What follows belongs to an exercise in optimizing a design on an open flow for small area; a production flow would make more cautious choices. Function was checked by simulation only, so behaviour that the tests miss may differ from the original.

==> 08-14: inputs <==
==> flow/design.v <==
module adder(
	input clk,
	input reset,
	input upd,
	input team,
	input [2:0] delta,
	output reg [3:0] h0, h1, h2,
	output reg [3:0] g0, g1, g2
);
reg ht, gt;
wire [3:0] n0, n1, n2;
wire nt;
bcd_step step(.d0(team ? g0 : h0), .d1(team ? g1 : h1), .h(team ? g2 : h2),
	.t(team ? gt : ht), .delta(delta),
	.n0(n0), .n1(n1), .nh(n2), .nt(nt));
always @(posedge clk or negedge reset)
	if (!reset) begin
		h0 <= 4'd0; h1 <= 4'd0; h2 <= 4'd0; ht <= 1'b0;
	end else if (upd && !team) begin
		h0 <= n0; h1 <= n1; h2 <= n2; ht <= nt;
	end
always @(posedge clk or negedge reset)
	if (!reset) begin
		g0 <= 4'd0; g1 <= 4'd0; g2 <= 4'd0; gt <= 1'b0;
	end else if (upd && team) begin
		g0 <= n0; g1 <= n1; g2 <= n2; gt <= nt;
	end
endmodule
module bcd_step(
	input [3:0] d0, d1, h,
	input t,
	input [2:0] delta,
	output reg [3:0] n0, n1, nh,
	output reg nt
);
	reg [4:0] t5;
	reg up, dn, c1;
	reg [3:0] r0;
	always @(*) begin
		t5 = {1'b0, d0} + {{2{delta[2]}}, delta};
		dn = t5[4];
		up = !t5[4] && t5[3] && (t5[2] || t5[1]);
		if (up) r0 = t5[3:0] - 4'd10;
		else if (dn) r0 = t5[3:0] + 4'd10;
		else r0 = t5[3:0];
		n0 = r0;
		n1 = d1; c1 = 1'b0;
		if (up) begin
			if (d1 == 4'd9) begin n1 = 4'd0; c1 = 1'b1; end else n1 = d1 + 4'd1;
		end else if (dn) begin
			if (d1 == 4'd0) begin n1 = 4'd9; c1 = 1'b1; end else n1 = d1 - 4'd1;
		end
		nh = h; nt = t;
		if (c1 && !delta[2]) begin
			if (h == 4'd9) begin
				if (t) nh = 4'd10; else begin nh = 4'd0; nt = 1'b1; end
			end else nh = h + 4'd1;
		end else if (c1 && delta[2]) begin
			if (h == 4'd0) begin nh = 4'd9; nt = 1'b0; end
			else if (h == 4'd10) nh = 4'd9;
			else nh = h - 4'd1;
		end
		if (dn && c1 && h == 4'd0 && !t) begin
			nt = 1'b1; nh = 4'd10; n1 = 4'd4; n0 = r0 - 4'd2;
		end else if (h == 4'd10 && ((n1 == 4'd4 && r0 >= 4'd8) || n1 == 4'd5)) begin
			nt = 1'b0; nh = 4'd0; n1 = 4'd0; n0 = (r0 >= 4'd8) ? r0 - 4'd8 : r0 + 4'd2;
		end
	end
endmodule
module timer(
	input clk,
	input reset,
	input tick,
	input p,
	output reg [3:0] s0,
	output reg [2:0] s1,
	output reg [3:0] min,
	output reg pa, pb
);
wire stop = min[3] && min[1] && !(pa && !pb);
wire zero = min == 4'd0 && s1 == 3'd0 && s0 == 4'd0;
always @(posedge clk or negedge reset)
	if (!reset) begin
		s0 <= 4'd0; s1 <= 3'd0; min <= 4'd10;
		pa <= 1'b1; pb <= 1'b0;
	end else if (tick && (p ^ stop)) begin
		if (!zero) begin
			if (s0 != 4'd0) s0 <= s0 - 4'd1;
			else begin
				s0 <= 4'd9;
				if (s1 != 3'd0) s1 <= s1 - 3'd1;
				else begin
					s1 <= 3'd5;
					min <= min - 4'd1;
				end
			end
		end else if (pa || pb) begin
			pa <= !pa && pb;
			pb <= pa ^ pb;
			min <= 4'd10;
		end
	end
endmodule
module datapath(
	input clk,
	input reset,
	input fire,
	input [3:0] key,
	input p,
	input tick,
	output [3:0] h0, h1, h2, g0, g1, g2,
	output [3:0] s0,
	output [2:0] s1,
	output [3:0] min,
	output pa, pb
);
	adder scores(.clk(clk), .reset(reset), .upd(fire), .team(key[3]), .delta(key[2:0]),
		.h0(h0), .h1(h1), .h2(h2), .g0(g0), .g1(g1), .g2(g2));
	timer timer(.clk(clk), .reset(reset), .tick(tick), .p(p),
		.s0(s0), .s1(s1), .min(min), .pa(pa), .pb(pb));
endmodule
module ps2scan(
	input clk,
	input reset,
	input ps2k_clk,
	input ps2k_data,
	output newcode,
	output [7:0] code
);
reg cs1, cs2, cs3;
reg ds1, ds2;
always @(posedge clk or negedge reset)
	if (!reset) {cs1, cs2, cs3} <= 3'b111;
	else        {cs1, cs2, cs3} <= {ps2k_clk, cs1, cs2};
always @(posedge clk) begin
	ds1 <= ps2k_data;
	ds2 <= ds1;
end
wire fall = cs3 & ~cs2;
wire d = ds2;
reg busy;
reg [9:0] sr;
always @(posedge clk or negedge reset)
	if (!reset) busy <= 1'b0;
	else if (fall) begin
		if (!busy) busy <= !d;
		else if (sr[0] && d) busy <= 1'b0;
	end
always @(posedge clk)
	if (!busy) sr <= 10'b10_0000_0000;
	else if (fall && !sr[0]) sr <= {d, sr[9:1]};
assign newcode = fall && busy && sr[0] && d;
assign code = sr[8:1];
endmodule
module receive(
	input [7:0] code,
	output reg [3:0] cls
);
	always @(*) begin
		case (code)
			8'h1c: cls = 4'b0001;  
			8'h1b: cls = 4'b0010;  
			8'h23: cls = 4'b0011;  
			8'h22: cls = 4'b0111;  
			8'h21: cls = 4'b0110;  
			8'h2a: cls = 4'b0101;  
			8'h3b: cls = 4'b1001;  
			8'h42: cls = 4'b1010;  
			8'h4b: cls = 4'b1011;  
			8'h32: cls = 4'b1111;  
			8'h31: cls = 4'b1110;  
			8'h3a: cls = 4'b1101;  
			8'h29: cls = 4'b1000;  
			default: cls = 4'b0000;
		endcase
	end
endmodule
module ps2_key(
	input clk,
	input reset,
	input ps2k_clk,
	input ps2k_data,
	output reg p,
	output fire,
	output [3:0] key
);
wire newcode;
wire [7:0] code;
ps2scan ps2scan(.clk(clk), .reset(reset), .ps2k_clk(ps2k_clk),
	.ps2k_data(ps2k_data), .newcode(newcode), .code(code));
wire [3:0] enc;
receive digits(.code(code), .cls(enc));
reg flag;
reg [3:0] cls;
wire prefix = (code == 8'hf0) || (code == 8'he0);
wire [3:0] ncls = flag ? 4'b0000 : enc;
wire wr = newcode && !prefix;
wire chg = wr && (ncls != cls);
always @(posedge clk or negedge reset)
	if (!reset) begin
		flag <= 1'b0;
		cls <= 4'b0000;
	end else if (newcode) begin
		if (prefix) flag <= 1'b1;
		else begin
			flag <= 1'b0;
			cls <= ncls;
		end
	end
function pause_of;
	input [3:0] c;
	pause_of = (c[2:0] != 3'b000) ? (c == 4'b1001) : !c[3];
endfunction
wire active = cls[2:0] != 3'b000;
always @(posedge clk or negedge reset)
	if (!reset) p <= 1'b0;
	else if (wr && pause_of(ncls) && !pause_of(cls)) p <= ~p;
localparam [8:0] CNT0 = 9'h1DC;
reg [8:0] cnt;
wire hit = (cnt == 9'h0FF);
always @(posedge clk)
	if (chg || !active) cnt <= CNT0;
	else cnt <= {cnt[7:0], ~(cnt[8] ^ cnt[4]) | hit};
assign fire = active && hit;
assign key = cls;
endmodule
module lcd(
	input clk,
	input reset,
	input sample,
	input fall,
	input [3:0] h2, h1, h0, g2, g1, g0,
	input [3:0] s0,
	input [2:0] s1,
	input [3:0] min,
	input pa, pb,
	output rs,
	output [7:0] dat
);
reg [4:0] state;
reg [3:0] snap, dig;
always @(posedge clk or negedge reset)
	if (!reset) state <= 5'd0;
	else if (fall) state <= (state == 5'd31) ? 5'd15 : state + 5'd1;
reg [3:0] sel;
always @(*) begin
	case (state)
		5'd15: sel = h2;
		5'd16: sel = h1;
		5'd17: sel = h0;
		5'd19: sel = {1'b0, !(pa || pb), pb, pa};
		5'd21: sel = {3'b000, min[3] && min[1]};
		5'd22: sel = min;
		5'd24: sel = {1'b0, s1};
		5'd25: sel = s0;
		5'd28: sel = g2;
		5'd29: sel = g1;
		5'd30: sel = g0;
		default: sel = g0;
	endcase
end
always @(posedge clk) begin
	if (sample) snap <= sel;
	if (fall) dig <= snap;
end
reg [8:0] b;
always @(*) begin
	case (state)
		5'd0:  b = 9'h000;
		5'd1:  b = 9'h038;
		5'd2:  b = 9'h00c;
		5'd3:  b = 9'h006;
		5'd4:  b = 9'h001;
		5'd5:  b = {1'b1, "H"};
		5'd6:  b = {1'b1, "O"};
		5'd7:  b = {1'b1, "M"};
		5'd8:  b = {1'b1, "E"};
		5'd9:  b = 9'h08b;
		5'd10: b = {1'b1, "G"};
		5'd11: b = {1'b1, "U"};
		5'd12: b = {1'b1, "E"};
		5'd13: b = {1'b1, "S"};
		5'd14: b = {1'b1, "T"};
		5'd15: b = 9'h0c0;
		5'd19: b = {1'b1, " "};
		5'd21: b = {1'b1, "-"};
		5'd24: b = {1'b1, ":"};
		5'd27: b = {1'b1, " "};
		5'd28: b = {1'b1, " "};
		default: b = {1'b1, 4'h3, dig[3] && !dig[1], dig[2], dig[1] && !dig[3], dig[0]};
	endcase
end
assign rs = b[8];
assign dat = b[7:0];
endmodule
module top(clk, rs, rw, en, dat, ps2k_clk, ps2k_data, reset);
 input clk, reset;
 input ps2k_clk, ps2k_data;
 output [7:0] dat;
 output rs, rw, en;
 reg [2:0] ph;
 reg clkr;
 reg [4:0] u;
 always @(posedge clk or negedge reset)
  if (!reset) begin
   ph <= 3'd0; clkr <= 1'b0; u <= 5'd0;
  end else begin
   ph <= ph + 3'd1;
   if (ph == 3'd7) clkr <= ~clkr;
   u <= {u[3:0], ~(u[4] ^ u[0]) ^ (u[2] & ~u[3])};
  end
 wire tick = (u == 5'd24) && (ph == 3'd2);
 wire sample = (ph == 3'd5) && !clkr;
 wire fall = (ph == 3'd7) && clkr;
 wire p, fire;
 wire [3:0] key;
 ps2_key k(.clk(clk), .reset(reset), .ps2k_clk(ps2k_clk), .ps2k_data(ps2k_data),
  .p(p), .fire(fire), .key(key));
 wire [3:0] h0, h1, h2, g0, g1, g2, s0, min;
 wire [2:0] s1;
 wire pa, pb;
 datapath d(.clk(clk), .reset(reset), .fire(fire), .key(key), .p(p), .tick(tick),
  .h0(h0), .h1(h1), .h2(h2), .g0(g0), .g1(g1), .g2(g2),
  .s0(s0), .s1(s1), .min(min), .pa(pa), .pb(pb));
 lcd l(.clk(clk), .reset(reset), .sample(sample), .fall(fall),
  .h2(h2), .h1(h1), .h0(h0), .g2(g2), .g1(g1), .g0(g0),
  .s0(s0), .s1(s1), .min(min), .pa(pa), .pb(pb),
  .rs(rs), .dat(dat));
 assign en = clkr;
 assign rw = 1'b0;
endmodule
==> flow/flow/run.sh <==
#!/bin/bash
# Layout flow: the standard ORFS flow (standard.sh) with
#  - an area-oriented ABC script for the standard synthesis's logic mapping,
#    and no separate half/full-adder mapping (registers are mapped before
#    ABC runs, so they are the standard ones),
#  - small port buffers, and a clock tree without dummy loads.
# Each tool's output goes to a log file of its own in this folder.
set -euo pipefail
S=$PWD/scripts
rm -rf "$S"
cp -r "$FLOW_HOME/scripts" "$S"
cp flow/abc_area.script "$S/abc_area.script"
CTS="-sink_clustering_enable -repair_clock_nets -dont_use_dummy_load -buf_list sky130_fd_sc_hd__clkbuf_8"
bash standard.sh SCRIPTS_DIR="$S" ABC_AREA=1 ADDER_MAP_FILE= synth > synth.log 2>&1
bash standard.sh SCRIPTS_DIR="$S" ABC_AREA=1 ADDER_MAP_FILE= \
  BUFFER_PORTS_ARGS="-buffer_cell sky130_fd_sc_hd__buf_1" \
  CTS_ARGS="$CTS" finish > layout.log 2>&1
==> flow/flow/abc_area.script <==
strash
&get -n
&deepsyn -T 30
&put
dch -f
amap
topo
==> flow/standard.sh <==
#!/bin/bash
# synth_recipe.tcl (not shown) runs the flow's synth.tcl, then flattens the netlist and writes it again
# the make line also repeats each setting of config.mk as NAME=value (left out here)
make -C /OpenROAD-flow-scripts/flow DESIGN_CONFIG=/design/flow/config.mk WORK_HOME=/design/flow/orfs CLKGATE_MAP_FILE= SYNTH_SCRIPT=/design/flow/synth_recipe.tcl "${@:-finish}"
==> flow/config.mk <==
export PLATFORM = sky130hd
export DESIGN_NAME = top
export DESIGN_NICKNAME = top
export VERILOG_FILES = /design/flow/design.v
export SDC_FILE = /design/flow/constraint.sdc
export NUM_CORES = 4
export LEC_CHECK = 0
export CAP_MARGIN = 0
export CORE_MARGIN = 2
export CORE_UTILIZATION = 40
export SLEW_MARGIN = 0
==> flow/constraint.sdc <==
create_clock -name core_clock -period 10.0 [get_ports {clk}]
set_input_delay 2.0000 -clock core_clock [delete_from_list [all_inputs] [get_ports {clk}]]
set_output_delay 2.0000 -clock core_clock [all_outputs]
set_load 0.01 [all_outputs]
==> 11-19: changes against 08-14 <==
--- a/flow/design.v
+++ b/flow/design.v
@@ -77,13 +77,15 @@
 	output reg [3:0] min,
 	output reg pa, pb
 );
-wire stop = min[3] && min[1] && !(pa && !pb);
+reg stop;
 wire zero = min == 4'd0 && s1 == 3'd0 && s0 == 4'd0;
 always @(posedge clk or negedge reset)
 	if (!reset) begin
 		s0 <= 4'd0; s1 <= 3'd0; min <= 4'd10;
 		pa <= 1'b1; pb <= 1'b0;
+		stop <= 1'b0;
 	end else if (tick && (p ^ stop)) begin
+		stop <= 1'b0;
 		if (!zero) begin
 			if (s0 != 4'd0) s0 <= s0 - 4'd1;
 			else begin
@@ -98,6 +100,7 @@
 			pa <= !pa && pb;
 			pb <= pa ^ pb;
 			min <= 4'd10;
+			stop <= 1'b1;
 		end
 	end
 endmodule
@@ -138,19 +141,22 @@
 end
 wire fall = cs3 & ~cs2;
 wire d = ds2;
-reg busy;
-reg [9:0] sr;
+reg [3:0] num;
+reg [7:0] sr;
 always @(posedge clk or negedge reset)
-	if (!reset) busy <= 1'b0;
+	if (!reset) num <= 4'd0;
 	else if (fall) begin
-		if (!busy) busy <= !d;
-		else if (sr[0] && d) busy <= 1'b0;
+		if (num == 4'd0) begin
+			if (!d) num <= 4'd1;
+		end else if (num == 4'd10) begin
+			if (d) num <= 4'd0;
+		end else
+			num <= num + 4'd1;
 	end
 always @(posedge clk)
-	if (!busy) sr <= 10'b10_0000_0000;
-	else if (fall && !sr[0]) sr <= {d, sr[9:1]};
-assign newcode = fall && busy && sr[0] && d;
-assign code = sr[8:1];
+	if (fall && num != 4'd0 && num <= 4'd8) sr <= {d, sr[7:1]};
+assign newcode = fall && (num == 4'd10) && d;
+assign code = sr;
 endmodule
 module receive(
 	input [7:0] code,
@@ -306,10 +312,12 @@
    ph <= 3'd0; clkr <= 1'b0; u <= 5'd0;
   end else begin
    ph <= ph + 3'd1;
-   if (ph == 3'd7) clkr <= ~clkr;
-   u <= {u[3:0], ~(u[4] ^ u[0]) ^ (u[2] & ~u[3])};
+   if (ph == 3'd7) begin
+    clkr <= ~clkr;
+    u <= (u == 5'd24) ? 5'd0 : u + 5'd1;
+   end
   end
- wire tick = (u == 5'd24) && (ph == 3'd2);
+ wire tick = (u == 5'd12) && (ph == 3'd2);
  wire sample = (ph == 3'd5) && !clkr;
  wire fall = (ph == 3'd7) && clkr;
  wire p, fire;
--- a/flow/flow/run.sh
+++ b/flow/flow/run.sh
@@ -10,7 +10,7 @@
 rm -rf "$S"
 cp -r "$FLOW_HOME/scripts" "$S"
 cp flow/abc_area.script "$S/abc_area.script"
-CTS="-sink_clustering_enable -repair_clock_nets -dont_use_dummy_load -buf_list sky130_fd_sc_hd__clkbuf_8"
+CTS="-sink_clustering_enable -repair_clock_nets -dont_use_dummy_load -buf_list sky130_fd_sc_hd__clkbuf_8 -sink_clustering_size 30 -sink_clustering_max_diameter 300 -sink_clustering_levels 1"
 bash standard.sh SCRIPTS_DIR="$S" ABC_AREA=1 ADDER_MAP_FILE= synth > synth.log 2>&1
 bash standard.sh SCRIPTS_DIR="$S" ABC_AREA=1 ADDER_MAP_FILE= \
   BUFFER_PORTS_ARGS="-buffer_cell sky130_fd_sc_hd__buf_1" \
Settings changed: CAP_MARGIN 0 to 20, SLEW_MARGIN 0 to 20.
==> notes <==
Between 11-19 and 08-14, the lower first-iteration DRC count is in 08-14 (gap 8.8%, measured against 08-14). Against 08-14, the cell count of 11-19 is smaller by about 0.54%. Between 08-14 and 11-19, the lower synthesized cell count is in 11-19 (gap about 0.9%, measured against 11-19). In 08-14 the maximum frequency is higher than in 11-19, by about 1.2%. Die area: 11-19 is larger than 08-14 (about 1.8%). Against 11-19, the synthesized area of 08-14 is lower by 1.8%. In 08-14 the setup slack is better than in 11-19, by 65 ps. Critical path depth: 11-19 is lower than 08-14 (15).
==> figures <==
| metric | 11-19 | 08-14 |
|---|---|---|
| Via density per instance | 5.67 | 5.67 |
| Layout cell share with drive strength beyond 1 | 3.05% | 2.86% |
| Status | complete, no violations | complete, no violations |
| Fraction of post-synthesis cell area in the top cell type by area | 32.1% | 30.6% |
| Transition at the pin with the smallest max-transition slack | 928 ps | 803 ps |
| Sink Count | 94 | 92 |
| Multi-input combinational gate total | 394 | 382 |
| Ratio of layout area to synthesized area | 1.076x | 1.076x |
| Share of flip-flops with an asynchronous set or reset after synthesis | 71.3% | 68.5% |
| Fraction of the mapped netlist area in compound gates | 22.5% | 23.8% |
| Post-Synth Simple-Gate Area | 20.9% | 20.0% |
| Wire length the detailed router placed on met1 | 5.32 mm | 5.12 mm |
| Most common cell after layout, fill and taps aside | sky130_fd_sc_hd__nor2_1 | sky130_fd_sc_hd__clkinv_1 |
| Proportion of cell area occupied by multi-input gates | 40.4% | 40.8% |
| Final cell utilization of the core | 44.4% | 43.9% |
| Critical Path RT | 8000 ps | 10,200 ps |
| Final setup skew | 24.4 ps | 22.2 ps |
| Final critical-path required period | 5580 ps | 5510 ps |

==> afterwards: timing with drivers on the ports <==
In the flow no input, the clock included, has a driving cell. The finished layouts below were timed again as built, in two steps.
Step 1 assumes that a clkbuf_16 drives the clock port and a buf_2 every other input.
Step 2 adds t to the input delays and takes it off the output delays; t is the mean of the earliest and latest rising clock arrival at the registers after step 1. Input paths then give back, and output paths get back, about the clock's delay inside the block.
a / b / c = ideal / step 1 / step 2; a / b = the first two.
run | t (ns) | slack for setup (ns) | hold WS [ns]
08-14 | 0.378 | 4.490 / 4.490 / 4.490 | 0.334 / 0.334 / 0.334
11-19 | 0.398 | 4.425 / 4.392 / 4.428 | 0.334 / 0.334 / 0.334
After both steps every run listed still meets setup and hold.
